What follows belongs to an exercise in optimizing a design on an open flow for small area, a short achievable clock period and few clock cycles per item; a production flow would make more cautious choices. RTL that was checked went through simulation tests only; none was proved equivalent to the original. For runs 9 and 10, only the layout was checked, not whether the RTL still works.

==> flow/design.v, too long to show whole: its modules and the start of the top module <==
// module f32_mult: 117 lines
// module f32_mult_mul24: 799 lines
// module f32_mult_fa: 7 lines
module f32_mult (
  input logic clk, rst_n,
  input logic [31:0] a, b,
  input logic start,
  output logic done,
  output logic [31:0] p
);
  // ...
==> flow/run.sh <==
#!/bin/bash
# synth_recipe.tcl (not shown) runs the flow's synth.tcl, then flattens the netlist and writes it again
# the make line also repeats each setting of config.mk as NAME=value (left out here)
make -C /OpenROAD-flow-scripts/flow DESIGN_CONFIG=/design/flow/config.mk WORK_HOME=/design/flow/orfs CLKGATE_MAP_FILE= SYNTH_SCRIPT=/design/flow/synth_recipe.tcl finish
==> flow/config.mk <==
export PLATFORM = sky130hd
export DESIGN_NAME = f32_mult
export DESIGN_NICKNAME = f32_mult
export VERILOG_FILES = /design/flow/design.v
export SDC_FILE = /design/flow/constraint.sdc
export NUM_CORES = 4
export LEC_CHECK = 0
export ABC_AREA = 1
export CAP_MARGIN = 20
export CORE_MARGIN = 2
export CORE_UTILIZATION = 40
export SETUP_SLACK_MARGIN = 2.2
export SLEW_MARGIN = 20
export SYNTH_HIERARCHICAL = 1
export SYNTH_MINIMUM_KEEP_SIZE = 0
==> flow/constraint.sdc <==
create_clock -name core_clock -period 12.0 [get_ports {clk}]
set_input_delay 2.4000 -clock core_clock [delete_from_list [all_inputs] [get_ports {clk}]]
set_output_delay 2.4000 -clock core_clock [all_outputs]
set_load 0.01 [all_outputs]
==> flow_summary.ini, run 1 <==
[synth]
synth_xor_area_frac = 0.120
synthTopCellsByArea = fa_1 (22%), nand2_1 (12%), xor2_1 (11%)
synthMuxAreaShare = 0
synthCells = 3687
yosysSeqAreaShare = 0.0277
synth-adder-area-share = 0.285
synth_top_area_share = 0.218

[setup_path]
crit_cells = 39
crit_fanout = 15
required_ps = 12220
critPathLaunch = b[6]

[floorplan]
row_count = 89
start_util = 0.406
die_h_um = 249

[cells_and_area]
clockNetworkAreaShare = 0.00557
largest_class = multi-input gates
buf_share = 0.131

[run_status]
status = complete, no violations

[grt]
busiest_layer = met2
grtUsageMet3 = 0.0710
grt_pass1_wl_um = 160000

[routing]
vias_per_cell = 6.02
ant_nets = 0

[timing]
fmax_mhz = 102
slew_headroom = 0.414

[place]
hpwl_um = 82000

[clocking]
clkSinkCount = 33
Testbench counts, summed over its fixed seeds: cycles 12,000, ops 12,000.
==> run 2, diff against run 1 <==
--- a/flow/config.mk
+++ b/flow/config.mk
@@ -10,5 +10,5 @@
 export CORE_MARGIN = 2
 export CORE_UTILIZATION = 40
-export SETUP_SLACK_MARGIN = 2.2
+export SETUP_SLACK_MARGIN = 1.5
 export SLEW_MARGIN = 20
 export SYNTH_HIERARCHICAL = 1
==> run 2 against run 1 <==
Count of clock-buffer cells in the layout stayed put. Sequential share of layout area grew 0.26 points. Synthesized cell count unchanged. Sequential cell count is the same. Die area stayed put. Largest cell class unchanged. Highest routed layer is now met4.
==> flow_summary.ini, run 2 <==
[setup_path]
path_class = in -> reg
cp_num_buf_inv = 5
cp-start-kind = primary input
crit_fanout = 23
required_ps = 12180
critPathSlowestCell = fa_1
crit_family = adder cells
timing.critical_path.to = p[13]$_DFF_P_
critPathLaunch = b[10]
worst_ep_arrival_time_ps = 10470
crit_cells = 37
cpPeakStageDelay_ps = 600
endpoint_kind = flop

[clocking]
cts_buffers = 5
h-tree-depth = 2
tritoncts = done
path_clk_slew_ps = 70
cts_root_buf = clkbuf_16
cts_buffer_depth = 2
clkSinkCount = 33
hold_buffers = 0

[routing]
vias = 27000
drt_first_pass_iters = 8
drtIter0Drc = 3454
wirelength_um = 104000
wl_per_cell_um = 22.7
ant_nets = 0
vias_per_cell = 5.88
route.detailed.drc = 0

[synth]
synthCells = 3687
synthTopCellsByCount = nand2_1 (768), nand3_1 (430), inv_1 (411), nor2_1 (344), xor2_1 (299)
synth_most_common_cell = nand2_1
synth_edf_count = 0
async_flop_share = 0.0303
yosysTopAreaCell = fa_1
syn-num-nets = 4145
syn_area_um2 = 24100
synth_cell_types = 58
yosys_warnings = 7
synth_top_area_share = 0.218
yosysSeqAreaShare = 0.0277
synth_flop_cell = dfxtp_1
synth_seq_cells = 33
synth_area_per_cell_um2 = 6.53
synthTopCellsByArea = fa_1 (22%), nand2_1 (12%), xor2_1 (11%)

[cells_and_area]
nNetsFinal = 4268
final_common_cell = nand2_1
mostFrequentLayoutCells = nand2_1 (762), nand3_1 (425), inv_1 (382)
regMostFlops = p
largest_register_ffs = 32
utilization = 0.467
diodes = 0
fill_cells = 6223
drive_gt1_frac = 0.130
area_delta_synth_final_pct = 14.9
top_regs = p x32, done x1

[run_status]
status = complete, no violations

[timing]
tns_ps = 0
fmax_mhz = 97.2
fin_crit_ps = 10290
worst_pin_slew_ps = 1010
slew_headroom = 0.326
period_share = 0.857
setup_viol = 0
finalHoldViolations = 0
rsz0062_at_grt = false
drv_slew = 0

[floorplan]
row_count = 89
die_width_um = 249
die_h_um = 249
top_level_ports = 100
core_area_um2 = 59200
start_util = 0.406
dieArea_um2 = 62100

[place]
finalWeightedCongestion = 1.03
hpwl_um = 82000
port_buffers = 99

[job]
drv_cap = 0

[grt]
first_global_vias = 25600
grt_max_degree = 55
grt_pass1_wl_um = 155000
grt_overflow = 0
grtUsageTotal = 0.319
antenna_found_initial = 0

[min_path]
hp-class = in -> async
-- run 2: repair_timing --
item | in CTS | in global routing
resized for setup | 56 | 164
pin swaps | 5 | 13
buffers inserted | 16 | 42
setup endpoints to repair | 31 | 31
gates cloned | 1 | 6
-- run 2: layout make-up --
cell class                 instances  area [um2]  share of cell area
multi-input combinational       3016       21300               0.771
timing repair buffer             305        2740              0.0992
inverter                         445        1760              0.0636
tap                              773         967              0.0350
sequential                        33         666              0.0241
clock buffer                       7         143             0.00516
clock inverter                     1        30.0             0.00109
timing repair inverter             4        27.5            0.000996
-- run 2: worst min path at each step --
stage / from / end / slack (ps) / cells past startpoint
after floorplan: rst_n / done$_DFF_PN0_ / 2100 / 0
after CTS: rst_n / done$_DFF_PN0_ / 2240 / 1
after detailed placement: rst_n / done$_DFF_PN0_ / 2550 / 1
after global routing: rst_n / done$_DFF_PN0_ / 2250 / 1
after global placement: rst_n / done$_DFF_PN0_ / 2550 / 1
final: rst_n / done$_DFF_PN0_ / 2240 / 1
-- run 2: kinds of logic (layout without fill, tap and decap cells) --
logic type / Yosys count / in the layout / synth area share
DFF: 33 / 33 / 0.0277
xor gates and xnor gates: 329 / 329 / 0.120
AOI/OAI and AO/OA: 592 / 592 / 0.143
and+or+nand+nor: 1703 / 1704 / 0.314
adders and majority gates: 391 / 391 / 0.285
buffers and inverters: 639 / 762 / 0.111
-- run 2: layer usage --
layer	GRT usage	wire length [um]	vias to the layer above
met5	0	0	-
met4	0.108	4510	0
met3	0.0635	12400	243
met2	0.483	43200	1710
met1	0.452	43800	12700
li1	-	-	12300
-- run 2: metrics by stage --
step | cells | setup WS [ps] | area (um2) | hold slack (ps)
floorplan | 3687 | 2700 | 24100 | 2100
global placement | 4511 | 590 | 26200 | 2550
detailed placement | 4511 | 725 | 26200 | 2550
CTS | 4536 | 1500 | 26800 | 2240
global route | 4584 | 1410 | 27600 | 2250
finish | 4584 | 1710 | 27600 | 2240
-- run 2: Yosys stat by module, one instance, submodules excluded --
module | flops+latches | cells inside | area (um2) | times used
f32_mult | 33 | 1823 | 9470 | 1
f32_mult_mul24 | 0 | 1607 | 9440 | 1
f32_mult_fa | 0 | 1 | 20.0 | 257
==> module f32_mult, before the edit <==
module f32_mult (
  input logic clk, rst_n,
  input logic [31:0] a, b,
  input logic start,
  output logic done,
  output logic [31:0] p
);
function automatic logic [4:0] lzc24(input logic [23:0] x);
  lzc24 = 5'd23;
  for (int i = 0; i < 24; i++)
    if (x[i]) lzc24 = 5'(23 - i);
endfunction
function automatic logic [4:0] tzc24(input logic [23:0] x);
  tzc24 = 5'd23;
  for (int i = 23; i >= 0; i--)
    if (x[i]) tzc24 = 5'(i);
endfunction
logic s_r;
logic a_ez, b_ez, a_fz, b_fz, a_emax, b_emax;
logic a_nan, b_nan, a_inf, b_inf, a_zero, b_zero, a_den, b_den;
assign s_r    = a[31] ^ b[31];
assign a_ez   = (a[30:23] == 8'h00);
assign b_ez   = (b[30:23] == 8'h00);
assign a_fz   = (a[22:0] == 23'h0);
assign b_fz   = (b[22:0] == 23'h0);
assign a_emax = (a[30:23] == 8'hFF);
assign b_emax = (b[30:23] == 8'hFF);
assign a_nan  = a_emax & ~a_fz;
assign b_nan  = b_emax & ~b_fz;
assign a_inf  = a_emax & a_fz;
assign b_inf  = b_emax & b_fz;
assign a_zero = a_ez & a_fz;
assign b_zero = b_ez & b_fz;
assign a_den  = a_ez & ~a_fz;
assign b_den  = b_ez & ~b_fz;
logic [23:0] m_a, m_b;
logic [8:0] x_sum;
assign m_a = {~a_ez, a[22:0]};
assign m_b = {~b_ez, b[22:0]};
assign x_sum = {1'b0, a[30:24], a[23] | a_ez} + {1'b0, b[30:24], b[23] | b_ez};
logic [47:0] prod;
f32_mult_mul24 u_mul (.x(m_a), .y(m_b), .prod(prod));
logic [5:0] lz, tz;             
logic nr;                       
logic [9:0] c_sh;               
logic [5:0] sh;                 
logic [8:0] e_base;
assign lz = {1'b0, lzc24(m_a)} + {1'b0, lzc24(m_b)};
assign tz = {1'b0, tzc24(m_a)} + {1'b0, tzc24(m_b)};
assign c_sh = 10'd151 - {1'b0, x_sum};
assign nr = {1'b0, x_sum} >= 10'd128 + {4'b0, lz};
assign e_base = x_sum - 9'd128 - {3'b0, lz};
always_comb begin
  if (nr)
    sh = 6'd23 - lz;
  else if (c_sh[9:6] != 4'd0)
    sh = 6'd63;
  else
    sh = c_sh[5:0];
end
logic [25:0] win;
logic top;
logic [23:0] mant;
logic guard, sticky, round_up;
logic [8:0] e1, e2;
logic [8:0] e_pre;
logic ovf;
logic [30:0] rounded;
assign win = 26'({prod, 1'b0} >> sh);
assign top = win[25];
assign e1 = e_base + 9'd1;
assign e2 = e_base + 9'd2;
always_comb begin
  if (top) begin
    mant = win[25:2];
    guard = win[1];
    sticky = {1'b0, tz} < {1'b0, sh};
  end else begin
    mant = win[24:1];
    guard = win[0];
    sticky = {1'b0, tz} + 7'd1 < {1'b0, sh};
  end
  if (!nr)
    e_pre = {8'b0, mant[23]};
  else if (top)
    e_pre = e2;
  else
    e_pre = e1;
  ovf = nr & (e_pre >= 9'd255);
  round_up = guard & (sticky | mant[0]);
  rounded = {e_pre[7:0], mant[22:0]} + {30'h0, round_up};
end
logic [31:0] result;
always_comb begin
  if (a_nan)
    result = {s_r, 8'hFF, 1'b1, a[21:0]};
  else if (b_nan)
    result = {s_r, 8'hFF, 1'b1, b[21:0]};
  else if ((a_inf | b_inf) & (a_zero | b_zero))
    result = {s_r, 8'hFF, 1'b1, 22'h0};
  else if (a_inf | b_inf)
    result = {s_r, 8'hFF, 23'h0};
  else if (a_zero | b_zero | (a_den & b_den))
    result = {s_r, 31'h0};
  else if (ovf)
    result = {s_r, 8'hFF, 23'h0};
  else
    result = {s_r, rounded};
end
always_ff @(posedge clk)
  p <= result;
always_ff @(posedge clk or negedge rst_n)
  if (!rst_n)
    done <= 1'b0;
  else
    done <= start;
endmodule
==> run 3, diff against run 2 <==
--- a/flow/design.v
+++ b/flow/design.v
@@ -46,5 +46,5 @@
 logic [5:0] sh;                 
 logic [8:0] e_base;
-assign lz = {1'b0, lzc24(m_a)} + {1'b0, lzc24(m_b)};
+assign lz = {1'b0, lzc24(a_ez ? m_a : m_b)};
 assign tz = {1'b0, tzc24(m_a)} + {1'b0, tzc24(m_b)};
 assign c_sh = 10'd151 - {1'b0, x_sum};
--- a/flow/config.mk
+++ b/flow/config.mk
@@ -10,5 +10,5 @@
 export CORE_MARGIN = 2
 export CORE_UTILIZATION = 40
-export SETUP_SLACK_MARGIN = 1.5
+export SETUP_SLACK_MARGIN = 1.0
 export SLEW_MARGIN = 20
 export SYNTH_HIERARCHICAL = 1
==> run 3 against run 2 <==
Non-clock buffer count down 72. Die area down 2.4%. Worst setup slack worse by 560 ps. Via count down 4.2%. Sequential cell count unchanged. Critical path depth unchanged. Hold slack better by 11 ps. Critical endpoint is now p[12]$_DFF_P_.
==> flow_summary.ini, run 3 <==
[grt]
antenna_found_initial = 0
grt_pass1_wl_um = 148000
grt_overflow = 0
grtUsageTotal = 0.317
grt_max_degree = 56
first_global_vias = 24100

[clocking]
cts_buffers = 5
cts_buffer_depth = 2
tritoncts = done
h-tree-depth = 2
hold_buffers = 0
cts_root_buf = clkbuf_16
clkSinkCount = 33
path_clk_slew_ps = 60

[cells_and_area]
fill_cells = 6163
regMostFlops = p
mostFrequentLayoutCells = nand2_1 (724), nand3_1 (407), inv_1 (379)
area_delta_synth_final_pct = 10.8
nNetsFinal = 4067
largest_register_ffs = 32
top_regs = p x32, done x1
drive_gt1_frac = 0.0880
final_common_cell = nand2_1

[synth]
synth_seq_cells = 33
syn-num-nets = 4018
yosysSeqAreaShare = 0.0284
synth_edf_count = 0
syn_area_um2 = 23500
synthTopCellsByCount = nand2_1 (724), nand3_1 (409), inv_1 (395), nor2_1 (327), xor2_1 (301)
synth_cell_types = 60
yosysTopAreaCell = fa_1
synth_flop_cell = dfxtp_1
synth_area_per_cell_um2 = 6.58
synth_top_area_share = 0.223
synth_most_common_cell = nand2_1
async_flop_share = 0.0303
synthTopCellsByArea = fa_1 (22%), nand2_1 (12%), xor2_1 (11%)
yosys_warnings = 7
synthCells = 3565

[floorplan]
row_count = 88
top_level_ports = 100
die_h_um = 246
core_area_um2 = 57800
start_util = 0.406
dieArea_um2 = 60600
die_width_um = 246

[routing]
drt_first_pass_iters = 8
wl_per_cell_um = 22.9
route.detailed.drc = 0
wirelength_um = 100000
ant_nets = 0
vias_per_cell = 5.90
vias = 25800
drtIter0Drc = 3626

[setup_path]
path_class = in -> reg
cp-start-kind = primary input
cpPeakStageDelay_ps = 700
required_ps = 12230
critPathSlowestCell = inv_1
crit_fanout = 19
endpoint_kind = flop
worst_ep_arrival_time_ps = 11080
timing.critical_path.mode_cell = nand2_1

[timing]
drv_slew = 0
tns_ps = 0
worst_pin_slew_ps = 1100
fmax_mhz = 92.2
period_share = 0.904
finalHoldViolations = 0
slew_headroom = 0.266
setup_viol = 0
rsz0062_at_grt = false
fin_crit_ps = 10850

[place]
finalWeightedCongestion = 0.991
port_buffers = 99
hpwl_um = 78500

[min_path]
hp-class = in -> async

[run_status]
status = complete, no violations

[job]
drv_cap = 0
## run 3: final timing paths
kind | startpoint | end | cells after the start | slack, ps
worst max-delay path | a[15] | p[12]$_DFF_P_ | 37 | 1150
worst min-delay path | rst_n | done$_DFF_PN0_ | 1 | 2250
max in group asynchronous | rst_n | done$_DFF_PN0_ | 1 | 9650
min in group core_clock | start | done$_DFF_PN0_ | 1 | 2550
## run 3: metal layers
layer / wire [um] / track usage / vias to the layer above
met2: 42900 / 0.479 / 1586
li1: - / - / 11800
met4: 3990 / 0.0879 / 0
met1: 42800 / 0.460 / 12200
met5: 0 / 0 / -
met3: 10800 / 0.0558 / 227
## run 3: critical path: cells and delay by family
kind	cells	cell delay, ps
adders and majority gates	7	3090
xor gates and xnor gates	2	490
buffers and inverters	7	1850
AOI/OAI and AO/OA	3	640
and+or+nand+nor	18	2550
## run 3: cell families after synthesis
kind of cell,synth area share
buffers and inverters,0.111
DFF,0.0284
adders and majority gates,0.290
AOI/OAI and AO/OA,0.151
xor gates and xnor gates,0.125
and+or+nand+nor,0.295
## run 3: repair_timing
item	in CTS	in global routing
setup buffers	0	26
pin swaps	1	1
gates resized for setup	5	99
gates cloned	1	8
setup endpoints to repair	17	31
## run 3: cell type report
type                       instances  area [um2]  share of cell area
antenna                            1        2.50           0.0000962
timing repair inverter             8        57.6             0.00221
timing repair buffer             233        2100              0.0808
clock inverter                     1        30.0             0.00115
clock buffer                       7         143             0.00549
multi-input combinational       2909       20400               0.785
inverter                         424        1640              0.0630
sequential                        33         666              0.0256
tap                              765         957              0.0368
## run 3: Yosys stat by module, one instance, submodules excluded
module,cells inside,flip-flops and latches,times used,area [um2]
f32_mult,1701,33,1,8880
f32_mult_fa,1,0,257,20.0
f32_mult_mul24,1607,0,1,9440
## run 3: through the flow
step                worst slack [ps]  utilization  cell area (um2)  hold WS, ps  cells
floorplan                       2730            -            23500         2100   3565
global placement                 508        0.437            25300         2550   4337
detailed placement               494        0.437            25300         2550   4337
CTS                             1030        0.440            25400         2250   4346
global route                     948        0.450            26000         2250   4380
finish                          1150        0.450            26000         2250   4381
Testbench counts of run 3, summed over its fixed seeds: cycles 12,000, ops 12,000.
==> run 4, diff against run 3 <==
--- a/flow/config.mk
+++ b/flow/config.mk
@@ -9,6 +9,6 @@
 export CAP_MARGIN = 20
 export CORE_MARGIN = 2
-export CORE_UTILIZATION = 40
-export SETUP_SLACK_MARGIN = 1.0
+export CORE_UTILIZATION = 60
+export SETUP_SLACK_MARGIN = 1.5
 export SLEW_MARGIN = 20
 export SYNTH_HIERARCHICAL = 1
==> run 4 against run 3 <==
Global-route usage is 17 points higher. Core utilization rose by 24 points. Sequential share of layout area down 0.063 points. Still clean on timing, DRC and antenna. Critical endpoint is now p[13]$_DFF_P_. Highest routed layer unchanged.
==> flow_summary.ini, run 4 <==
[run_status]
status = complete, no violations

[grt]
antenna_found_initial = 0
first_global_vias = 26800
grtUsageTotal = 0.489
grt_pass1_wl_um = 154000
grt_overflow = 0
grt_max_degree = 56

[synth]
synth_seq_cells = 33
synthTopCellsByCount = nand2_1 (724), nand3_1 (409), inv_1 (395), nor2_1 (327), xor2_1 (301)
synth_most_common_cell = nand2_1
async_flop_share = 0.0303
synthTopCellsByArea = fa_1 (22%), nand2_1 (12%), xor2_1 (11%)
synth_edf_count = 0
synth_top_area_share = 0.223
yosysTopAreaCell = fa_1
syn_area_um2 = 23500
synth_cell_types = 60
syn-num-nets = 4018
synthCells = 3565
yosysSeqAreaShare = 0.0284
synth_flop_cell = dfxtp_1
yosys_warnings = 7
synth_area_per_cell_um2 = 6.58

[routing]
drt_first_pass_iters = 14
wl_per_cell_um = 24.9
vias = 28400
ant_nets = 0
drtIter0Drc = 4324
wirelength_um = 104000
vias_per_cell = 6.77
route.detailed.drc = 0

[setup_path]
worst_ep_arrival_time_ps = 10660
cpPeakStageDelay_ps = 580
cp_num_buf_inv = 9
critPathLaunch = b[11]
crit_cells = 42
timing.critical_path.mode_cell = nand2_1
crit_fanout = 13
endpoint_kind = flop
critPathSlowestCell = fa_1
cp-start-kind = primary input
crit_family = simple AND/OR/NAND/NOR gates
required_ps = 12180
path_class = in -> reg

[cells_and_area]
largest_register_ffs = 32
diodes = 0
drive_gt1_frac = 0.131
area_delta_synth_final_pct = 13.6
nNetsFinal = 4127
top_regs = p x32, done x1
final_area_um2 = 26700
final_common_cell = nand2_1
stdcell_count = 4193
regMostFlops = p
mostFrequentLayoutCells = nand2_1 (715), nand3_1 (402), inv_1 (362)

[timing]
rsz0062_at_grt = false
worst_pin_slew_ps = 950
fin_crit_ps = 10490
setup_viol = 0
tns_ps = 0
finalWorstSetupSlack_ps = 1510
finalHoldViolations = 0
period_share = 0.874
drv_slew = 0
slew_headroom = 0.365
fmax_mhz = 95.4

[clocking]
tritoncts = done
hold_buffers = 0
cts_root_buf = clkbuf_16
cts_buffers = 5
cts_buffer_depth = 2
path_clk_slew_ps = 60
clkSinkCount = 33
h-tree-depth = 2

[place]
place_area_um2 = 24900
finalWeightedCongestion = 1.08
hpwl_um = 76700
port_buffers = 99
placed_cells = 4087
place_ws_ps = -21.2

[min_path]
hp-class = in -> async

[floorplan]
top_level_ports = 100
dieArea_um2 = 40700
start_util = 0.607
die_width_um = 202
row_count = 72
core_area_um2 = 38600
die_h_um = 202

[job]
drv_cap = 0
-- run 4: area by class of cell --
type | instances | area, um2
clock buffers | 7 | 143
inverters | 424 | 1690
multi-input cells | 2910 | 20900
repair buffers | 290 | 2560
clock inverters | 1 | 30.0
flip-flops and latches | 33 | 666
well taps | 518 | 648
fillers | 3241 | 12000
repair inverters | 10 | 67.6
-- run 4: logic make-up after synthesis --
kind of cell,after synthesis,share of synthesized area
flip-flops,33,0.0284
adder cells (fa/ha/maj),386,0.290
XOR/XNOR,334,0.125
AND/OR/NAND/NOR,1590,0.295
buffers and inverters,624,0.111
AO/OA/AOI/OAI,598,0.151
-- run 4: what timing repair did --
action                     CTS  global route
gates resized for setup    113           188
buffers inserted            58            26
pin swaps                    3            23
hold endpoints to repair     0             0
setup endpoints to repair   31            31
gates cloned                10             4
-- run 4: per-stage QoR --
step / util / hold WS, ps
4_1_cts: 0.670 / 2240
5_1_grt: 0.690 / 2230
3_3_place_gp: 0.645 / 2550
6_report: 0.690 / 2230
2_1_floorplan: - / 2100
3_5_place_dp: 0.645 / 2550
-- run 4: worst paths after layout --
kind                       slack (ps)             end
max                              1510   p[13]$_DFF_P_
min                              2230  done$_DFF_PN0_
max in group asynchronous        9670  done$_DFF_PN0_
min in group core_clock          2540  done$_DFF_PN0_
-- run 4: metal layers --
layer,part of all wire,up-vias,global-route usage,wire length (um)
met2,0.42,2601,0.747,43900
met3,0.14,870,0.133,14400
met5,0,-,0,0
met4,0.10,0,0.353,10500
li1,-,11900,-,-
met1,0.34,13000,0.595,35600
-- run 4: Yosys stat by module (local to each module, per instance) --
| module | area [um2] | flip-flops and latches | copies in the design |
|---|---|---|---|
| f32_mult_fa | 20.0 | 0 | 257 |
| f32_mult_mul24 | 9440 | 0 | 1 |
| f32_mult | 8880 | 33 | 1 |
==> run 5, diff against run 4 <==
==> flow/flow/run.sh (new file) <==
#!/bin/bash
# The standard layout, with the input/output port buffers made from plain
# buf cells (buffer_ports otherwise picks a slow delay cell for them).
set -euo pipefail
bash standard.sh "BUFFER_PORTS_ARGS=-buffer_cell sky130_fd_sc_hd__buf_1" finish > standard_flow.log 2>&1
==> flow/standard.sh (new file) <==
#!/bin/bash
# synth_recipe.tcl (not shown) runs the flow's synth.tcl, then flattens the netlist and writes it again
# the make line also repeats each setting of config.mk as NAME=value (left out here)
make -C /OpenROAD-flow-scripts/flow DESIGN_CONFIG=/design/flow/config.mk WORK_HOME=/design/flow/orfs CLKGATE_MAP_FILE= SYNTH_SCRIPT=/design/flow/synth_recipe.tcl "${@:-finish}"
--- a/flow/config.mk
+++ b/flow/config.mk
@@ -9,5 +9,5 @@
 export CAP_MARGIN = 20
 export CORE_MARGIN = 2
-export CORE_UTILIZATION = 60
+export CORE_UTILIZATION = 40
 export SETUP_SLACK_MARGIN = 1.5
 export SLEW_MARGIN = 20
removed: flow/run.sh
==> run 5 against run 4 <==
Still clean on timing, DRC and antenna. Global-route usage fell by 17 points. Core utilization shrank 24 points. Critical endpoint is now p[12]$_DFF_P_.
==> flow_summary.ini, run 5 <==
[run_status]
status = complete, no violations

[setup_path]
timing.critical_path.mode_cell = nand3_1
cpPeakStageDelay_ps = 590
crit_fanout = 11
path_class = in -> reg
endpoint_kind = flop
crit_family = adder cells
critPathSlowestCell = fa_1
cp-start-kind = primary input
cp_num_buf_inv = 6
worst_ep_arrival_time_ps = 10510
required_ps = 12210

[cells_and_area]
regMostFlops = p
drive_gt1_frac = 0.113
mostFrequentLayoutCells = nand2_1 (723), nand3_1 (406), inv_1 (373)
final_common_cell = nand2_1
diodes = 0
nNetsFinal = 4095
top_regs = p x32, done x1
largest_register_ffs = 32
area_delta_synth_final_pct = 10.3

[synth]
synth_cell_types = 60
yosys_warnings = 7
synth_top_area_share = 0.223
yosysSeqAreaShare = 0.0284
synth_edf_count = 0
synth_most_common_cell = nand2_1
synthTopCellsByArea = fa_1 (22%), nand2_1 (12%), xor2_1 (11%)
synth_area_per_cell_um2 = 6.58
syn-num-nets = 4018
async_flop_share = 0.0303
synth_flop_cell = dfxtp_1
synthCells = 3565
synthTopCellsByCount = nand2_1 (724), nand3_1 (409), inv_1 (395), nor2_1 (327), xor2_1 (301)
yosysTopAreaCell = fa_1
synth_seq_cells = 33
syn_area_um2 = 23500

[clocking]
tritoncts = done
cts_buffers = 5
hold_buffers = 0
path_clk_slew_ps = 50
clkSinkCount = 33
cts_root_buf = clkbuf_16
cts_buffer_depth = 2
h-tree-depth = 2

[grt]
grt_max_degree = 56
first_global_vias = 24200
antenna_found_initial = 0
grt_overflow = 0
grtUsageTotal = 0.319
grt_pass1_wl_um = 148000

[place]
hpwl_um = 77100
finalWeightedCongestion = 1.00
place_ws_ps = 533
port_buffers = 99

[timing]
setup_viol = 0
fin_crit_ps = 10300
period_share = 0.859
finalHoldViolations = 0
drv_slew = 0
finalWorstSetupSlack_ps = 1700
rsz0062_at_grt = false
fmax_mhz = 97.1
tns_ps = 0
slew_headroom = 0.381
worst_pin_slew_ps = 929

[floorplan]
die_width_um = 246
core_area_um2 = 57800
row_count = 88
die_h_um = 246
dieArea_um2 = 60600
start_util = 0.406
top_level_ports = 100

[job]
drv_cap = 0

[routing]
drt_first_pass_iters = 6
wirelength_um = 102000
route.detailed.drc = 0
drtIter0Drc = 3457
vias_per_cell = 5.92
ant_nets = 0
vias = 26100
wl_per_cell_um = 23.2

[min_path]
hp-class = in -> async
[run 5: cell counts after synthesis]
Identical to the previous run, type by type.
[run 5: repair_timing]
action                                  CTS  global route
endpoints found under the setup margin   31            31
pin swaps                                 2            17
cloned                                    5            11
resized for setup                        33           150
buffers inserted                          6            54
endpoints found under the hold margin     0             0
[run 5: logic make-up after synthesis]
| kind of cell | share of synthesized area |
|---|---|
| AO/OA/AOI/OAI | 0.151 |
| XOR/XNOR | 0.125 |
| adder cells (fa/ha/maj) | 0.290 |
| buffers and inverters | 0.111 |
| flip-flops | 0.0284 |
| AND/OR/NAND/NOR | 0.295 |
[run 5: metal layers]
metal | global-route usage | vias to the layer above | part of all wire
met5 | 0 | - | 0
met4 | 0.131 | 0 | 0.060
met3 | 0.0807 | 310 | 0.12
met2 | 0.479 | 1635 | 0.42
met1 | 0.433 | 12300 | 0.41
li1 | - | 11900 | -
[run 5: Yosys stat by module (local to each module, per instance)]
module,times used,cells
f32_mult,1,1701
f32_mult_fa,257,1
f32_mult_mul24,1,1607
[run 5: worst paths after layout]
check | startpoint | end | slack, ps | cells past startpoint
min in group core_clock | start | done$_DFF_PN0_ | 2220 | 1
max in group asynchronous | rst_n | done$_DFF_PN0_ | 10040 | 1
hold / removal | rst_n | done$_DFF_PN0_ | 1870 | 1
setup / recovery | a[17] | p[12]$_DFF_P_ | 1700 | 36
[run 5: metrics by stage]
stage | hold WS, ps | cell area, um2 | cells | util
5_1_grt | 1860 | 25900 | 4408 | 0.448
3_3_place_gp | 2160 | 24500 | 4322 | 0.424
3_5_place_dp | 2170 | 24500 | 4323 | 0.424
4_1_cts | 1860 | 24800 | 4342 | 0.430
2_1_floorplan | 2100 | 23500 | 3565 | -
6_report | 1870 | 25900 | 4408 | 0.448
[run 5: cell type report]
cell class,count,area (um2)
sequential,33,666
tap,765,957
clock inverter,3,17.5
multi-input combinational,2912,20600
timing repair buffer,254,1730
inverter,424,1680
fill,6170,31900
timing repair inverter,12,87.6
clock buffer,5,125
==> run 6, diff against run 5 <==
==> flow/flow/run.sh (replaced) <==
#!/bin/bash
# The standard layout, with the input/output port buffers made from plain
# buf cells (buffer_ports otherwise picks a slow delay cell for them).
set -euo pipefail
bash standard.sh "BUFFER_PORTS_ARGS=-buffer_cell sky130_fd_sc_hd__buf_4" finish > standard_flow.log 2>&1
--- a/flow/config.mk
+++ b/flow/config.mk
@@ -10,5 +10,5 @@
 export CORE_MARGIN = 2
 export CORE_UTILIZATION = 40
-export SETUP_SLACK_MARGIN = 1.5
+export SETUP_SLACK_MARGIN = 2.0
 export SLEW_MARGIN = 20
 export SYNTH_HIERARCHICAL = 1
==> run 6 against run 5 <==
Wire length fell by 1.9%. Maximum frequency increased by 4.3%. Die area unchanged. Highest routed layer unchanged. Core utilization rose by 2.1 points. Hold slack worse by 2.0 ps. Largest cell class unchanged. Cell count barely moved. Sequential cell count is the same. Non-clock buffer count increased by 1. Cell area increased by 4.7%.
==> flow_summary.ini, run 6 <==
[cells_and_area]
final_area_um2 = 27100
top_regs = p x32, done x1
mostFrequentLayoutCells = nand2_1 (690), nand3_1 (394), inv_1 (368)
nNetsFinal = 4090
utilization = 0.469
seq_area_um2 = 666
multi_input_area_um2 = 21400
fill_cells = 6005
largest_register_ffs = 32
final_common_cell = nand2_1
area_delta_synth_final_pct = 15.4
drive_gt1_frac = 0.173
regMostFlops = p

[run_status]
status = complete, no violations

[place]
finalWeightedCongestion = 0.999
hpwl_um = 78200
port_buffers = 99
place_area_um2 = 24700

[synth]
synthCells = 3565
syn-num-nets = 4018
synth_edf_count = 0
synthTopCellsByCount = nand2_1 (724), nand3_1 (409), inv_1 (395), nor2_1 (327), xor2_1 (301)
synth_area_per_cell_um2 = 6.58
synthTopCellsByArea = fa_1 (22%), nand2_1 (12%), xor2_1 (11%)
synth_cell_types = 60
synth_top_area_share = 0.223
synth_most_common_cell = nand2_1
syn_area_um2 = 23500
yosysSeqAreaShare = 0.0284
synth_flop_cell = dfxtp_1
synth_seq_cells = 33
async_flop_share = 0.0303
yosysTopAreaCell = fa_1
yosys_warnings = 7

[routing]
drt_first_pass_iters = 7
route.detailed.drc = 0
wl_per_cell_um = 22.8
ant_nets = 0
wirelength_um = 100000
drtIter0Drc = 2983
vias = 25900
vias_per_cell = 5.89

[floorplan]
dieArea_um2 = 60600
die_h_um = 246
core_area_um2 = 57800
start_util = 0.406
top_level_ports = 100
row_count = 88
die_width_um = 246

[clocking]
hold_buffers = 0
tritoncts = done
cts_buffers = 5
cts_root_buf = clkbuf_16
h-tree-depth = 2
path_clk_slew_ps = 60
cts_buffer_depth = 2
clkSinkCount = 33

[timing]
tns_ps = 0
rsz0062_at_grt = true
period_share = 0.823
drv_slew = 0
slew_headroom = 0.360
finalHoldViolations = 0
worst_pin_slew_ps = 961
fin_crit_ps = 9870
setup_viol = 0
fmax_mhz = 101

[grt]
grt_max_degree = 56
grt_overflow = 0
grt_pass1_wl_um = 150000
grtUsageTotal = 0.322
antenna_found_initial = 0
first_global_vias = 24600

[setup_path]
cpPeakStageDelay_ps = 520
path_class = in -> reg
critPathLaunch = b[13]
timing.critical_path.mode_cell = nand2_1
worst_ep_arrival_time_ps = 10100
required_ps = 12220
crit_fanout = 12
cp-start-kind = primary input
endpoint_kind = flop
critPathSlowestCell = fa_1

[job]
drv_cap = 0

[min_path]
hp-class = in -> async
-- run 6: worst paths after layout --
path	end	slack, ps	depth (start not counted)
min	done$_DFF_PN0_	1870	1
max in group asynchronous	done$_DFF_PN0_	10060	1
max	p[19]$_DFF_P_	2130	44
min in group core_clock	done$_DFF_PN0_	2210	1
-- run 6: through the flow --
step,setup slack (ps),instances,hold slack (ps)
after detailed placement,933,4303,2180
after floorplan,2730,3565,2100
after global placement,835,4303,2180
final,2130,4404,1870
after CTS,2000,4367,1860
after global routing,1890,4403,1860
-- run 6: critical path: cells and delay by family --
family | cells | cell delay, ps
buf+inv | 9 | 1140
compound gates | 3 | 410
fa+ha+maj | 6 | 2750
xor+xnor | 1 | 260
simple gates | 25 | 3120
-- run 6: cell families (layout without fill, tap and decap cells) --
logic type,after synthesis,after routing,synth area share
other,0,1,0
buffers and inverters,624,694,0.111
adder cells (fa/ha/maj),386,386,0.290
AO/OA/AOI/OAI,598,598,0.151
AND/OR/NAND/NOR,1590,1593,0.295
XOR/XNOR,334,334,0.125
flip-flops,33,33,0.0284
-- run 6: modules after synthesis, one instance, submodules excluded --
module          flops+latches  cells inside
f32_mult_mul24              0          1607
f32_mult_fa                 0             1
f32_mult                   33          1701
-- run 6: final cells by class --
cell class	count	area share
repair buffers	255	0.0799
multi-input cells	2911	0.791
flip-flops and latches	33	0.0246
clock buffers	5	0.00462
clock inverters	3	0.000647
inverters	424	0.0620
well taps	765	0.0353
diodes	1	0.0000924
repair inverters	7	0.00185
-- run 6: what timing repair did --
item                       in CTS  in global routing
pin swaps                      12                 74
setup endpoints to repair      31                 31
setup buffers                  46                 36
gates cloned                   10                  0
gates resized for setup       102                266
-- run 6: metal layers --
layer	global-route usage	wire, um	up-vias
li1	-	-	11900
met1	0.450	42300	12300
met2	0.481	42200	1548
met3	0.0792	11400	249
met4	0.111	4470	0
met5	0	0	-
==> run 7, diff against run 6 <==
--- a/flow/config.mk
+++ b/flow/config.mk
@@ -10,5 +10,6 @@
 export CORE_MARGIN = 2
 export CORE_UTILIZATION = 40
-export SETUP_SLACK_MARGIN = 2.0
+export PLACE_DENSITY = 0.75
+export SETUP_SLACK_MARGIN = 1.5
 export SLEW_MARGIN = 20
 export SYNTH_HIERARCHICAL = 1
==> run 7 against run 6 <==
Sequential cell count is the same. Worst setup slack got worse by 310 ps. Area after synthesis is the same. Via count is 0.46% higher. Critical endpoint is now p[10]$_DFF_P_. Die area stayed put. First-iteration DRC count increased by 13%.
==> flow_summary.ini, run 7 <==
[synth]
synthCells = 3565
synth_cell_types = 60
syn-num-nets = 4018
synthTopCellsByArea = fa_1 (22%), nand2_1 (12%), xor2_1 (11%)
synth_seq_cells = 33
synth_top_area_share = 0.223
synth_area_per_cell_um2 = 6.58
yosysTopAreaCell = fa_1
synth_edf_count = 0
synthTopCellsByCount = nand2_1 (724), nand3_1 (409), inv_1 (395), nor2_1 (327), xor2_1 (301)
synth_flop_cell = dfxtp_1
yosys_warnings = 7
async_flop_share = 0.0303
syn_area_um2 = 23500
yosysSeqAreaShare = 0.0284
synth_most_common_cell = nand2_1

[cells_and_area]
mostFrequentLayoutCells = nand2_1 (723), nand3_1 (402), inv_1 (375)
seq_area_um2 = 666
largest_register_ffs = 32
regMostFlops = p
utilization = 0.443
area_delta_synth_final_pct = 9.17
diodes = 0
multi_input_area_um2 = 20600
final_common_cell = nand2_1
top_regs = p x32, done x1
final_area_um2 = 25600
fill_cells = 6003
stdcell_count = 4341
drive_gt1_frac = 0.110
nNetsFinal = 4028

[timing]
drv_slew = 0
fin_crit_ps = 10190
rsz0062_at_grt = false
fmax_mhz = 98.1
worst_pin_slew_ps = 983
slew_headroom = 0.344
finalHoldViolations = 0
finalWorstSetupSlack_ps = 1810
setup_viol = 0
tns_ps = 0
period_share = 0.849

[floorplan]
start_util = 0.406
die_width_um = 246
core_area_um2 = 57800
top_level_ports = 100
dieArea_um2 = 60600
row_count = 88
die_h_um = 246

[run_status]
status = complete, no violations

[grt]
antenna_found_initial = 1
grt_pass1_wl_um = 143000
grt_max_degree = 56
grtUsageTotal = 0.300
first_global_vias = 24900
grt_overflow = 0

[clocking]
tritoncts = done
hold_buffers = 0
cts_buffers = 5
cts_buffer_depth = 2
h-tree-depth = 2
path_clk_slew_ps = 50
cts_root_buf = clkbuf_16
clkSinkCount = 33

[routing]
wl_per_cell_um = 21.6
route.detailed.drc = 0
vias_per_cell = 6.01
ant_nets = 0
wirelength_um = 93800
drtIter0Drc = 3356
drt_first_pass_iters = 8
vias = 26100

[setup_path]
path_class = in -> reg
critPathSlowestCell = fa_1
crit_fanout = 24
endpoint_kind = flop
required_ps = 12210
timing.critical_path.mode_cell = nand2_1
cpPeakStageDelay_ps = 600
worst_ep_arrival_time_ps = 10400
cp-start-kind = primary input

[min_path]
hp-class = in -> async

[place]
place_area_um2 = 24700
place_ws_ps = 754
placed_cells = 4290
hpwl_um = 72600
finalWeightedCongestion = 1.02
port_buffers = 99

[job]
drv_cap = 0
## run 7: cell types whose count changed in the layout (fill, tap and decap cells not counted), sizes merged
cell      before  now
buf          255  195
clkinvlp      26   19
inv          401  404
clkbuf         5    7
diode          1    0
## run 7: Yosys stat by module (local to each module, per instance)
module | cells | times used | cell area [um2]
f32_mult_fa | 1 | 257 | 20.0
f32_mult | 1701 | 1 | 8880
f32_mult_mul24 | 1607 | 1 | 9440
## run 7: worst max-delay path by stage
stage,from,end,cells after the start
floorplan,b[5],p[30]$_SDFF_PP1_,43
global placement,b[19],p[13]$_DFF_P_,42
detailed placement,b[19],p[13]$_DFF_P_,42
CTS,b[17],p[13]$_DFF_P_,39
global route,b[1],p[26]$_SDFF_PP1_,45
finish,b[1],p[10]$_DFF_P_,41
## run 7: stage by stage
step	hold slack [ps]
3_5_place_dp	2180
5_1_grt	1880
6_report	1880
2_1_floorplan	2100
3_3_place_gp	2180
4_1_cts	1880
## run 7: worst max-delay path: cells and delay by family
| family | cells | cell delay, ps |
|---|---|---|
| adders and majority gates | 7 | 2800 |
| AOI/OAI and AO/OA | 8 | 1590 |
| buffers and inverters | 7 | 1230 |
| and+or+nand+nor | 18 | 2140 |
| xor gates and xnor gates | 1 | 180 |
## run 7: kinds of logic after synthesis
kind of cell / count (synthesis) / share of synthesized area
XOR/XNOR: 334 / 0.125
AO/OA/AOI/OAI: 598 / 0.151
adder cells (fa/ha/maj): 386 / 0.290
buffers and inverters: 624 / 0.111
flip-flops: 33 / 0.0284
AND/OR/NAND/NOR: 1590 / 0.295
## run 7: timing repair
action,in CTS,in global routing
cloned,4,4
pin swaps,2,19
setup buffers,8,27
resized for setup,13,105
endpoints found under the setup margin,31,31
## run 7: layout make-up
cell class / instances / area share
inverter: 424 / 0.0644
clock buffer: 6 / 0.00503
multi-input combinational: 2911 / 0.802
clock inverter: 2 / 0.000391
sequential: 33 / 0.0260
timing repair inverter: 4 / 0.00117
tap: 765 / 0.0374
timing repair buffer: 196 / 0.0634
## run 7: per-layer routing
metal,share of wire,track usage,vias up
met3,0.11,0.0590,409
met1,0.38,0.378,12200
met4,0.070,0.170,2
met2,0.44,0.479,1756
li1,-,-,11700
met5,0.00013,0,-
==> run 8, diff against run 7 <==
--- a/flow/config.mk
+++ b/flow/config.mk
@@ -10,5 +10,4 @@
 export CORE_MARGIN = 2
 export CORE_UTILIZATION = 40
-export PLACE_DENSITY = 0.75
 export SETUP_SLACK_MARGIN = 1.5
 export SLEW_MARGIN = 20
==> run 8 against run 7 <==
Still clean on timing, DRC and antenna. Cell area is 0.86% higher. Sequential share of layout area hardly changed. Sequential cell count stayed put. Worst setup slack better by 25 ps. Wire length is 5.9% higher. Largest cell class unchanged. Highest routed layer is now met4.
==> flow_summary.ini, run 8 <==
[run_status]
status = complete, no violations

[routing]
wl_met3_um = 11000
drt-met1-wl_um = 42500
vias_per_cell = 5.86
wl_per_cell_um = 22.8
route.detailed.drc = 0
wl_met2_um = 42000
vias = 25600
top_layer = met4
wirelength_um = 99400
drtIter0Drc = 3048
ant_nets = 0
drt_first_pass_iters = 6

[clocking]
tritoncts = done
h-tree-depth = 2
path_clk_slew_ps = 60
hold_buffers = 0
clkSinkCount = 33
cts_buffer_depth = 2
cts_buffers = 5
cts_root_buf = clkbuf_16

[floorplan]
dieArea_um2 = 60600
row_count = 88
top_level_ports = 100
die_width_um = 246
start_util = 0.406
core_area_um2 = 57800
die_h_um = 246

[cells_and_area]
drive_gt1_frac = 0.120
nNetsFinal = 4052
largest_register_ffs = 32
top_regs = p x32, done x1
final_common_cell = nand2_1
mostFrequentLayoutCells = nand2_1 (722), nand3_1 (405), inv_1 (377)
diodes = 0
area_delta_synth_final_pct = 10.1
regMostFlops = p

[synth]
syn_area_um2 = 23500
synth_flop_cell = dfxtp_1
synthCells = 3565
synth_edf_count = 0
synth_cell_types = 60
yosysSeqAreaShare = 0.0284
yosys_warnings = 7
synthTopCellsByArea = fa_1 (22%), nand2_1 (12%), xor2_1 (11%)
synth_top_area_share = 0.223
syn-num-nets = 4018
yosysTopAreaCell = fa_1
synth_area_per_cell_um2 = 6.58
async_flop_share = 0.0303
synthTopCellsByCount = nand2_1 (724), nand3_1 (409), inv_1 (395), nor2_1 (327), xor2_1 (301)
synth_most_common_cell = nand2_1
synth_seq_cells = 33

[setup_path]
cp_num_buf_inv = 8
critPathSlowestCell = fa_1
crit_family = simple AND/OR/NAND/NOR gates
cpPeakStageDelay_ps = 570
worst_ep_arrival_time_ps = 10340
endpoint_kind = flop
path_class = in -> reg
crit_fanout = 16
timing.critical_path.mode_cell = nand2_1
cp-start-kind = primary input
required_ps = 12180

[grt]
grt_pass1_wl_um = 148000
grtUsageTotal = 0.318
antenna_found_initial = 0
grt_overflow = 0
first_global_vias = 24300
grt_max_degree = 56

[timing]
rsz0062_at_grt = false
worst_pin_slew_ps = 954
finalHoldViolations = 0
whs_ps = 1870
fmax_mhz = 98.4
fin_crit_ps = 10160
drv_slew = 0
tns_ps = 0
setup_viol = 0
slew_headroom = 0.364
period_share = 0.847

[min_path]
hp-class = in -> async

[place]
port_buffers = 99
finalWeightedCongestion = 0.999
hpwl_um = 78200

[job]
drv_cap = 0
[run 8: layout make-up]
type | instances | area (um2)
fillers | 6129 | 32000
multi-input cells | 2912 | 20600
repair buffers | 216 | 1750
inverters | 424 | 1660
well taps | 765 | 957
flip-flops and latches | 33 | 666
clock buffers | 5 | 125
repair inverters | 7 | 47.5
clock inverters | 3 | 17.5
[run 8: modules after synthesis (local to each module, per instance)]
module | flip-flops and latches | cell area [um2] | times used
f32_mult_fa | 0 | 20.0 | 257
f32_mult_mul24 | 0 | 9440 | 1
f32_mult | 33 | 8880 | 1
[run 8: worst max path at each step]
stage | start | cells past startpoint | end
after CTS | b[15] | 39 | p[12]$_DFF_P_
final | b[1] | 40 | p[12]$_DFF_P_
after detailed placement | b[1] | 40 | p[12]$_DFF_P_
after global placement | b[1] | 38 | p[12]$_DFF_P_
after floorplan | b[5] | 43 | p[30]$_SDFF_PP1_
after global routing | b[13] | 41 | p[12]$_DFF_P_
[run 8: repair_timing]
action / in CTS / in global routing
pin swaps: 1 / 13
resized for setup: 18 / 118
setup endpoints to repair: 30 / 31
buffers inserted: 11 / 32
cloned: 5 / 6
[run 8: metal layers]
metal / vias to the layer above / global-route usage
met5: - / 0
met4: 0 / 0.0923
met3: 199 / 0.0751
met2: 1491 / 0.480
met1: 12100 / 0.450
li1: 11800 / -
[run 8: stage by stage]
step | utilization | cells | setup slack (ps) | area, um2
3_5_place_dp | 0.428 | 4303 | 933 | 24700
4_1_cts | 0.434 | 4327 | 1510 | 25100
3_3_place_gp | 0.428 | 4303 | 835 | 24700
6_report | 0.447 | 4365 | 1840 | 25800
2_1_floorplan | - | 3565 | 2730 | 23500
5_1_grt | 0.447 | 4365 | 1430 | 25800
[run 8: cell families after synthesis]
group	count (synthesis)	synth area share
flip-flops	33	0.0284
buffers and inverters	624	0.111
AND/OR/NAND/NOR	1590	0.295
XOR/XNOR	334	0.125
adder cells (fa/ha/maj)	386	0.290
AO/OA/AOI/OAI	598	0.151
==> run 9, diff against run 8 <==
--- a/flow/design.v
+++ b/flow/design.v
@@ -67,5 +67,20 @@
 logic ovf;
 logic [30:0] rounded;
-assign win = 26'({prod, 1'b0} >> sh);
+logic [3:0] d0, d1, d2;
+logic [95:0] v0;
+logic [40:0] v1;
+logic [28:0] v2;
+assign d0 = 4'b1 << sh[1:0];
+assign d1 = 4'b1 << sh[3:2];
+assign d2 = 4'b1 << sh[5:4];
+assign v0 = {47'b0, prod, 1'b0};
+always_comb begin
+  for (int i = 0; i < 41; i++)
+    v1[i] = (d2[0] & v0[i]) | (d2[1] & v0[i + 16]) | (d2[2] & v0[i + 32]) | (d2[3] & v0[i + 48]);
+  for (int i = 0; i < 29; i++)
+    v2[i] = (d1[0] & v1[i]) | (d1[1] & v1[i + 4]) | (d1[2] & v1[i + 8]) | (d1[3] & v1[i + 12]);
+  for (int i = 0; i < 26; i++)
+    win[i] = (d0[0] & v2[i]) | (d0[1] & v2[i + 1]) | (d0[2] & v2[i + 2]) | (d0[3] & v2[i + 3]);
+end
 assign top = win[25];
 assign e1 = e_base + 9'd1;
--- a/flow/config.mk
+++ b/flow/config.mk
@@ -10,4 +10,5 @@
 export CORE_MARGIN = 2
 export CORE_UTILIZATION = 40
+export PLACE_DENSITY = 0.75
 export SETUP_SLACK_MARGIN = 1.5
 export SLEW_MARGIN = 20
==> run 9 against run 8 <==
Global-route usage decreased by 2.3 points. Area after synthesis fell by 0.61%. Critical endpoint is now p[10]$_DFF_P_. Via count is 0.59% lower. Hold slack improved by 12 ps. Die area decreased by 0.60%. Still clean. Largest cell class unchanged. Highest routed layer unchanged. Sequential cell count unchanged. Sequential share of layout area hardly changed. Synthesized cell count shrank 0.95%. Non-clock buffer count down 22. Worst setup slack worse by 93 ps.
==> flow_summary.ini, run 9 <==
[run_status]
status = complete, no violations

[place]
hpwl_um = 72200
finalWeightedCongestion = 1.06
place_ws_ps = 936
placed_cells = 4267
port_buffers = 99
place_area_um2 = 24600

[timing]
slew_headroom = 0.301
setup_viol = 0
finalWorstSetupSlack_ps = 1740
fin_crit_ps = 10260
worst_pin_slew_ps = 1040
rsz0062_at_grt = false
tns_ps = 0
drv_slew = 0
fmax_mhz = 97.5
period_share = 0.855
finalHoldViolations = 0

[routing]
drt_first_pass_iters = 9
vias_per_cell = 5.91
vias = 25400
wirelength_um = 92700
route.detailed.drc = 0
wl_per_cell_um = 21.5
ant_nets = 0
drtIter0Drc = 3241

[grt]
antenna_found_initial = 0
grt_overflow = 0
grt_max_degree = 56
first_global_vias = 23600
grt_pass1_wl_um = 139000
grtUsageTotal = 0.295

[cells_and_area]
stdcell_count = 4306
fill_cells = 6045
mostFrequentLayoutCells = nand2_1 (793), inv_1 (387), xor2_1 (299)
area_delta_synth_final_pct = 8.74
regMostFlops = p
top_regs = p x32, done x1
final_common_cell = nand2_1
final_area_um2 = 25400
nNetsFinal = 3991
diodes = 0
largest_register_ffs = 32
drive_gt1_frac = 0.123

[synth]
syn_area_um2 = 23300
synth_cell_types = 61
synth_seq_cells = 33
synthTopCellsByCount = nand2_1 (797), inv_1 (408), nor2_1 (309), xor2_1 (304), o22ai_1 (276)
syn-num-nets = 3982
synth_edf_count = 0
synth_top_area_share = 0.225
synth_most_common_cell = nand2_1
synthCells = 3531
yosys_warnings = 7
synthTopCellsByArea = fa_1 (22%), nand2_1 (13%), xor2_1 (11%)
synth_area_per_cell_um2 = 6.61
yosysSeqAreaShare = 0.0285
synth_flop_cell = dfxtp_1
yosysTopAreaCell = fa_1
async_flop_share = 0.0303

[setup_path]
critPathSlowestCell = fa_1
crit_fanout = 29
timing.critical_path.mode_cell = nand2_1
path_class = in -> reg
cpPeakStageDelay_ps = 520
worst_ep_arrival_time_ps = 10420
required_ps = 12170
endpoint_kind = flop
cp-start-kind = primary input

[clocking]
cts_buffer_depth = 2
cts_root_buf = clkbuf_16
cts_buffers = 5
path_clk_slew_ps = 60
clkSinkCount = 33
tritoncts = done
h-tree-depth = 2

[floorplan]
die_h_um = 246
start_util = 0.404
top_level_ports = 100
die_width_um = 246
dieArea_um2 = 60300
row_count = 88
core_area_um2 = 57700

[job]
drv_cap = 0

[min_path]
hp-class = in -> async
==> run 9: cell count changes after synthesis, moves of 5 or more <==
cell / delta
buf_4: -8
nor2_1: -18
nand4_1: +71
xnor2_1: -5
nand2_1: +73
a31oi_1: -6
clkbuf_1: +13
inv_2: +17
nor2_4: +8
nand3_1: -209
inv_1: +13
nand2_2: +12
==> run 9: final cells by class <==
| type | instances | area [um2] | share of cell area |
|---|---|---|---|
| well taps | 765 | 957 | 0.0377 |
| clock buffers | 5 | 125 | 0.00493 |
| repair inverters | 6 | 35.0 | 0.00138 |
| multi-input cells | 2844 | 20200 | 0.797 |
| flip-flops and latches | 33 | 666 | 0.0262 |
| repair buffers | 194 | 1540 | 0.0605 |
| clock inverters | 3 | 65.1 | 0.00256 |
| inverters | 456 | 1780 | 0.0701 |
==> run 9: per-layer routing <==
| layer | vias to the layer above | wire (um) | track usage |
|---|---|---|---|
| met1 | 11800 | 35800 | 0.392 |
| met2 | 1845 | 39200 | 0.452 |
| li1 | 11500 | - | - |
| met4 | 0 | 5480 | 0.124 |
| met5 | - | 0 | 0 |
| met3 | 353 | 12200 | 0.0775 |
==> run 9: critical path: cells and delay by family <==
family	cells	cell delay [ps]
AOI/OAI and AO/OA	6	1030
buffers and inverters	6	950
xor gates and xnor gates	2	410
adders and majority gates	7	2900
and+or+nand+nor	19	2680
==> run 9: stage by stage <==
| step | utilization | hold slack (ps) |
|---|---|---|
| detailed placement | 0.426 | 2180 |
| global placement | 0.426 | 2180 |
| finish | 0.440 | 1880 |
| floorplan | - | 2100 |
| CTS | 0.432 | 1880 |
| global route | 0.440 | 1880 |
==> run 9: what timing repair did <==
action	4_1_cts	5_1_grt
pin swaps	1	10
cloned	2	5
hold buffers	0	0
resized for setup	18	88
setup endpoints to repair	14	31
setup buffers	12	12
==> run 9: how the worst max path moves through the flow <==
stage / startpoint / to / slack [ps] / cells after the start
floorplan: b[5] / p[24]$_SDFF_PP1_ / 2810 / 43
global placement: b[13] / p[10]$_DFF_P_ / 940 / 39
detailed placement: b[13] / p[14]$_DFF_P_ / 940 / 39
CTS: b[13] / p[7]$_DFF_P_ / 1540 / 40
global route: b[19] / p[7]$_DFF_P_ / 1450 / 41
finish: b[15] / p[10]$_DFF_P_ / 1740 / 40
==> run 9: modules after synthesis, one instance, submodules excluded <==
module	copies in the design	cells inside
f32_mult_fa	257	1
f32_mult_mul24	1	1607
f32_mult	1	1667
==> run 9: cell families after synthesis <==
group	after synthesis	synth area share
and+or+nand+nor	1524	0.287
buffers and inverters	654	0.115
AOI/OAI and AO/OA	603	0.153
adders and majority gates	384	0.290
xor gates and xnor gates	333	0.126
DFF	33	0.0285
==> run 10, diff against run 9 <==
--- a/flow/config.mk
+++ b/flow/config.mk
@@ -11,5 +11,5 @@
 export CORE_UTILIZATION = 40
 export PLACE_DENSITY = 0.75
-export SETUP_SLACK_MARGIN = 1.5
+export SETUP_SLACK_MARGIN = 1.2
 export SLEW_MARGIN = 20
 export SYNTH_HIERARCHICAL = 1
==> run 10 against run 9 <==
Worst setup slack got worse by 280 ps. Sequential cell count did not move. Critical path depth fell by 5. Die area did not move. Hold slack got worse by 2.6 ps. Cell area fell by 1.3%. Non-clock buffer count fell by 14. Global-route usage fell by 0.11 points. Cell count fell by 0.37%.
==> flow_summary.ini, run 10 <==
[place]
port_buffers = 99
hpwl_um = 72200
finalWeightedCongestion = 1.06
placed_cells = 4267
place_ws_ps = 936

[clocking]
clkSinkCount = 33
path_clk_slew_ps = 60
cts_buffer_depth = 2
cts_buffers = 5
cts_root_buf = clkbuf_16
tritoncts = done
h-tree-depth = 2

[routing]
ant_nets = 0
drtIter0Drc = 3350
wl_per_cell_um = 21.4
route.detailed.drc = 0
vias = 25300
vias_per_cell = 5.90
drt_first_pass_iters = 8
wirelength_um = 91700

[timing]
worst_pin_slew_ps = 1050
period_share = 0.878
drv_slew = 0
finalWorstSetupSlack_ps = 1470
fmax_mhz = 94.9
fin_crit_ps = 10530
tns_ps = 0
whs_ps = 1870
finalHoldViolations = 0
rsz0062_at_grt = true
slew_headroom = 0.293
setup_viol = 0

[setup_path]
path_class = in -> reg
cp-start-kind = primary input
cpPeakStageDelay_ps = 570
required_ps = 12220
endpoint_kind = flop
critPathLaunch = b[7]
worst_ep_arrival_time_ps = 10760
crit_family = adder cells
crit_fanout = 29
cp_num_buf_inv = 6
critPathSlowestCell = fa_1
timing.critical_path.mode_cell = fa_1

[grt]
grt_overflow = 0
first_global_vias = 23500
antenna_found_initial = 0
grt_pass1_wl_um = 139000
grtUsageTotal = 0.294
grt_max_degree = 56

[synth]
yosysTopAreaCell = fa_1
synth_edf_count = 0
syn_area_um2 = 23300
synth_area_per_cell_um2 = 6.61
synth_flop_cell = dfxtp_1
yosys_warnings = 7
async_flop_share = 0.0303
synth_seq_cells = 33
synthTopCellsByCount = nand2_1 (797), inv_1 (408), nor2_1 (309), xor2_1 (304), o22ai_1 (276)
synth_top_area_share = 0.225
synthTopCellsByArea = fa_1 (22%), nand2_1 (13%), xor2_1 (11%)
synthCells = 3531
yosysSeqAreaShare = 0.0285
synth_cell_types = 61
syn-num-nets = 3982
synth_most_common_cell = nand2_1

[cells_and_area]
drive_gt1_frac = 0.106
mostFrequentLayoutCells = nand2_1 (797), inv_1 (398), nor2_1 (304)
multi_input_area_um2 = 20100
largest_register_ffs = 32
stdcell_count = 4290
nNetsFinal = 3975
utilization = 0.434
top_regs = p x32, done x1
seq_area_um2 = 666
regMostFlops = p
fill_cells = 6071
area_delta_synth_final_pct = 7.37
diodes = 0
final_common_cell = nand2_1

[run_status]
status = complete, no violations

[floorplan]
die_width_um = 246
core_area_um2 = 57700
die_h_um = 246
dieArea_um2 = 60300
row_count = 88
start_util = 0.404
top_level_ports = 100

[job]
drv_cap = 0

[min_path]
hp-class = in -> async
[run 10: cell counts after synthesis]
No cell type changed its count.
[run 10: cell families (layout without fill, tap and decap cells)]
group | count (synthesis) | count (layout) | share of synthesized area
simple gates | 1524 | 1525 | 0.287
buf+inv | 654 | 647 | 0.115
compound gates | 603 | 603 | 0.153
fa+ha+maj | 384 | 384 | 0.290
xor+xnor | 333 | 333 | 0.126
flops | 33 | 33 | 0.0285
[run 10: per-module statistics from Yosys (local to each module, per instance)]
module | flip-flops and latches | cell area [um2] | cells inside | times used
f32_mult_mul24 | 0 | 9440 | 1607 | 1
f32_mult | 33 | 8740 | 1667 | 1
f32_mult_fa | 0 | 20.0 | 1 | 257
[run 10: worst max-delay path by stage]
stage / end / slack [ps] / cells past startpoint
after floorplan: p[24]$_SDFF_PP1_ / 2810 / 43
after global placement: p[10]$_DFF_P_ / 940 / 39
after detailed placement: p[14]$_DFF_P_ / 940 / 39
after CTS: p[14]$_DFF_P_ / 1210 / 38
after global routing: p[14]$_DFF_P_ / 1170 / 40
final: p[13]$_DFF_P_ / 1470 / 35
[run 10: stage by stage]
stage	instance area [um2]
2_1_floorplan	23300
3_3_place_gp	24600
3_5_place_dp	24600
4_1_cts	24800
5_1_grt	25000
6_report	25000
[run 10: layout make-up]
class / count / share of cell area
clock inverters: 3 / 0.00260
repair inverters: 3 / 0.000699
flip-flops and latches: 33 / 0.0266
multi-input cells: 2845 / 0.801
clock buffers: 5 / 0.00500
repair buffers: 180 / 0.0557
inverters: 456 / 0.0701
well taps: 765 / 0.0382
[run 10: layer usage]
metal | vias up | part of all wire | global-route usage
met5 | - | 0 | 0
met4 | 0 | 0.055 | 0.123
met3 | 309 | 0.13 | 0.0737
met2 | 1754 | 0.43 | 0.450
met1 | 11800 | 0.39 | 0.394
li1 | 11500 | - | -
[run 10: what timing repair did]
item,CTS,global route
buffers inserted,0,11
endpoints found under the setup margin,0,31
gates resized for setup,0,42
hold buffers,0,0

## port drivers added, routing unchanged
Ports are ideal in the flow. The routed layouts listed here were re-timed in OpenROAD.
Step 1, drivers: a clkbuf_16 drives clk and a buf_2 each remaining input, both assumed.
Step 2 times the ports against the registers' clock, not the clock port: input delays grow and output delays shrink by t, the midpoint of the rising clock arrivals with the driver on.
Slacks: ideal ports / drivers / drivers and shift; pairs: ideal ports / drivers.
run | t (ns) | setup WS [ns] | worst setup path at the end | slew at the worst register clock pin (ns)
run 1 | 0.319 | 2.176 / 2.182 / 1.863 | input to register | 0.07 / 0.07
run 2 | 0.322 | 1.713 / 1.716 / 1.395 | input to register | 0.07 / 0.07
run 3 | 0.330 | 1.149 / 1.160 / 0.831 | input to register | 0.06 / 0.06
run 4 | 0.337 | 1.515 / 1.533 / 1.196 | input to register | 0.06 / 0.06
run 5 | 0.322 | 1.697 / 1.709 / 1.387 | input to register | 0.06 / 0.06
run 6 | 0.326 | 2.126 / 2.124 / 1.798 | input to register | 0.06 / 0.06
run 7 | 0.304 | 1.811 / 1.802 / 1.497 | input to register | 0.05 / 0.05
run 8 | 0.325 | 1.836 / 1.817 / 1.492 | input to register | 0.06 / 0.06
run 9 | 0.321 | 1.743 / 1.727 / 1.406 | input to register | 0.06 / 0.06
run 10 | 0.322 | 1.465 / 1.451 / 1.129 | input to register | 0.06 / 0.06
After both steps every run listed still meets setup and hold. The setup slack of run 8, which loses most, moves by -0.019 ns with the drivers and by -0.344 ns with both steps.
